Background: an optimization exercise with open tools, aiming at small area, a short achievable clock period and few clock cycles. Do not read the settings as production practice.
In this exercise RTL edits were held to simulation tests only and were not proved equivalent to the original.

== job 3075 ==
Design geofence, start of the top module:
module geofence (clk, reset, X, Y, valid, is_inside);
  input clk;
  input reset;
  input [9:0] X;
  input [9:0] Y;
  output reg valid;
  output reg is_inside;
  localparam S_IN = 2'd0, S_SCAN = 2'd1, S_PAIR = 2'd2, S_WAIT = 2'd3;
  reg [1:0] st;
  reg [3:0] cnt;
  reg [2:0] scfg;
  reg [2:0] mask;
  reg [1:0] tp;
  reg       opp, hf;
  reg [2:0] ph, rnd;
  reg       res_q, rpos_q;
  reg       dec, wrd, wrc;    
  reg       win, wout;        
  reg       vC, vD, vE;
  reg [4:0] mC, mD;
  reg [5:1] cmpm;
  reg [9:0] tx, ty;
  always @(posedge clk) if (st == S_IN && cnt == 4'd1) begin tx <= X; ty <= Y; end
  wire [10:0] dxp = {1'b0, X} - {1'b0, tx};
  wire [10:0] dxm = {1'b0, tx} - {1'b0, X};
  wire [10:0] dyp = {1'b0, Y} - {1'b0, ty};
  wire [10:0] dym = {1'b0, ty} - {1'b0, Y};
  wire        sxn = dxp[10];
  wire        syn = dyp[10];
  wire [9:0]  mxn = sxn ? dxm[9:0] : dxp[9:0];
  wire [9:0]  myn = syn ? dym[9:0] : dyp[9:0];
  reg [21:0] dr0, dr1, dr2, dr3, dr4, dr5;
  wire wr_d = wrd;
  always @(posedge clk) begin
    dr0 <= wr_d ? {sxn, mxn, syn, myn} : dr5;
    dr1 <= dr0; dr2 <= dr1; dr3 <= dr2; dr4 <= dr3; dr5 <= dr4;
  end
  wire       bsx = dr0[21];
  wire [9:0] bax = dr0[20:11];
  wire       bsy = dr0[10];
  wire [9:0] bay = dr0[9:0];
  wire nzx = |bax;
  wire nzy = |bay;
  wire q0 = ~bsx & nzx & ~bsy;
  wire q1 = (bsx | ~nzx) & ~bsy & nzy;
  wire q3 = ~bsx & bsy;
  wire [1:0] quad = {~q0 & ~q1, q1 | q3};
  wire odd = q1 | q3;
  wire lex = bay <= bax;
  wire eqx = bay == bax;
  wire half0 = odd ? (~lex | eqx) : lex;
  reg [9:0] ra, rb;         
  wire fb_a, fb_b;
  wire [9:0] n0 = fb_b ? rb : (fb_a ? ra : (lex ? bay : bax));
  wire [9:0] mxv = lex ? bax : bay;
  wire [11:0] x3 = {2'b00, bax} + {1'b0, bax, 1'b0};
  wire [11:0] y3 = {2'b00, bay} + {1'b0, bay, 1'b0};
  ...
clock: 5.5 ns
lec_check: 0
abc_area: 1
abc_clock_period_in_ps: 2900
cap_margin: 20
core_margin: 2
core_utilization: 55
setup_slack_margin: 2.6
slew_margin: 20
run.sh (not shown) runs the stock make flow with config.mk's settings and CLKGATE_MAP_FILE= SYNTH_SCRIPT=/design/flow/synth_recipe.tcl, a recipe that flattens the netlist after the stock synthesis.
Testbench counts of job 3075, summed over its fixed seeds: cycles 16,231.
### job 3075 -> job 4304
Settings: SETUP_SLACK_MARGIN: 2.6 -> 3.05; CORE_UTILIZATION: 55 -> 70; ABC_CLOCK_PERIOD_IN_PS: 2900 -> 2450.
Findings:
- Job 4304 completed; timing, DRC and antenna clean
- Capture point of the worst path = dr0[3]: job 3075; capture point of the worst path = dr0[14]: job 4304
- Re met3 track utilization from global routing: job 3075 was lower than job 4304.
- Job 3075 → job 4304: count of buffers not belonging to the clock network in the layout higher, routed wire length higher.
- Launching instance or port of the critical path = Y[5]: job 3075; launching instance or port of the critical path = X[0]: job 4304
- Changes observed in job 4304 relative to job 3075: largest fanout on the critical path shows a reduction of 1, clock latency at the later pin of the worst-skew pair moved down.
Here is what was changed in the inputs of job 4275 compared with job 4304.
Settings: CORE_UTILIZATION: 70 -> 45.
==> comparison <==
A end point of the critical path of dr0[9] is what job 4275 shows, while dr0[14] belongs to job 4304.
Compared with job 4304, job 4275 shows a flip-flop and latch share of the layout cell area that is 0.31 points lower.
Side by side, global-route wire length before repair turned out lower in job 4275 than in job 4304.
Relative to job 4275, the following input files were edited for job 642:
Settings: PLACE_DENSITY newly set to 0.8; CORE_UTILIZATION changed from 45 to 55.
--- outcome ---
- Looking only at vias per cell, and setting everything else aside, the lower value of job 4275 and job 642 goes to job 4275.
- In the flow results for job 4275 and job 642, the setup fix buffers added after clock tree synthesis is larger on job 4275.
- Compared with job 4275, job 642 shows final RePlAce weighted congestion higher by about 7%.
- Compared with job 4275, job 642 supports a higher clock frequency.

-- separate check: timing with driven ports --
No port has a modelled driver above. Below, the same layouts with a new extraction and two added sets of constraints.
Step 1, drivers: a clkbuf_16 drives clk and a buf_2 each remaining input, both assumed.
Step 2 times the ports against the registers' clock, not the clock port: input delays grow and output delays shrink by t, the midpoint of the rising clock arrivals with the driver on.
Slacks: no drivers / after step 1 / after step 2; pairs: no drivers / after step 1.
run | t (ns) | setup WS [ns] | latest minus earliest clock arrival (ns) | slew at the worst register clock pin (ns)
job 3075 | 0.602 | 2.680 / 2.711 / 2.109 | 0.023 / 0.024 | 0.07 / 0.07
job 4304 | 0.583 | 2.508 / 2.505 / 1.922 | 0.024 / 0.024 | 0.07 / 0.07
job 4275 | 0.607 | 2.868 / 2.857 / 2.249 | 0.017 / 0.017 | 0.06 / 0.06
job 642 | 0.597 | 2.900 / 2.884 / 2.286 | 0.027 / 0.027 | 0.07 / 0.07
After both steps every run listed still meets setup and hold. For job 4275, which loses most, drivers alone change the setup slack by -0.011 ns; drivers and shift together by -0.619 ns.
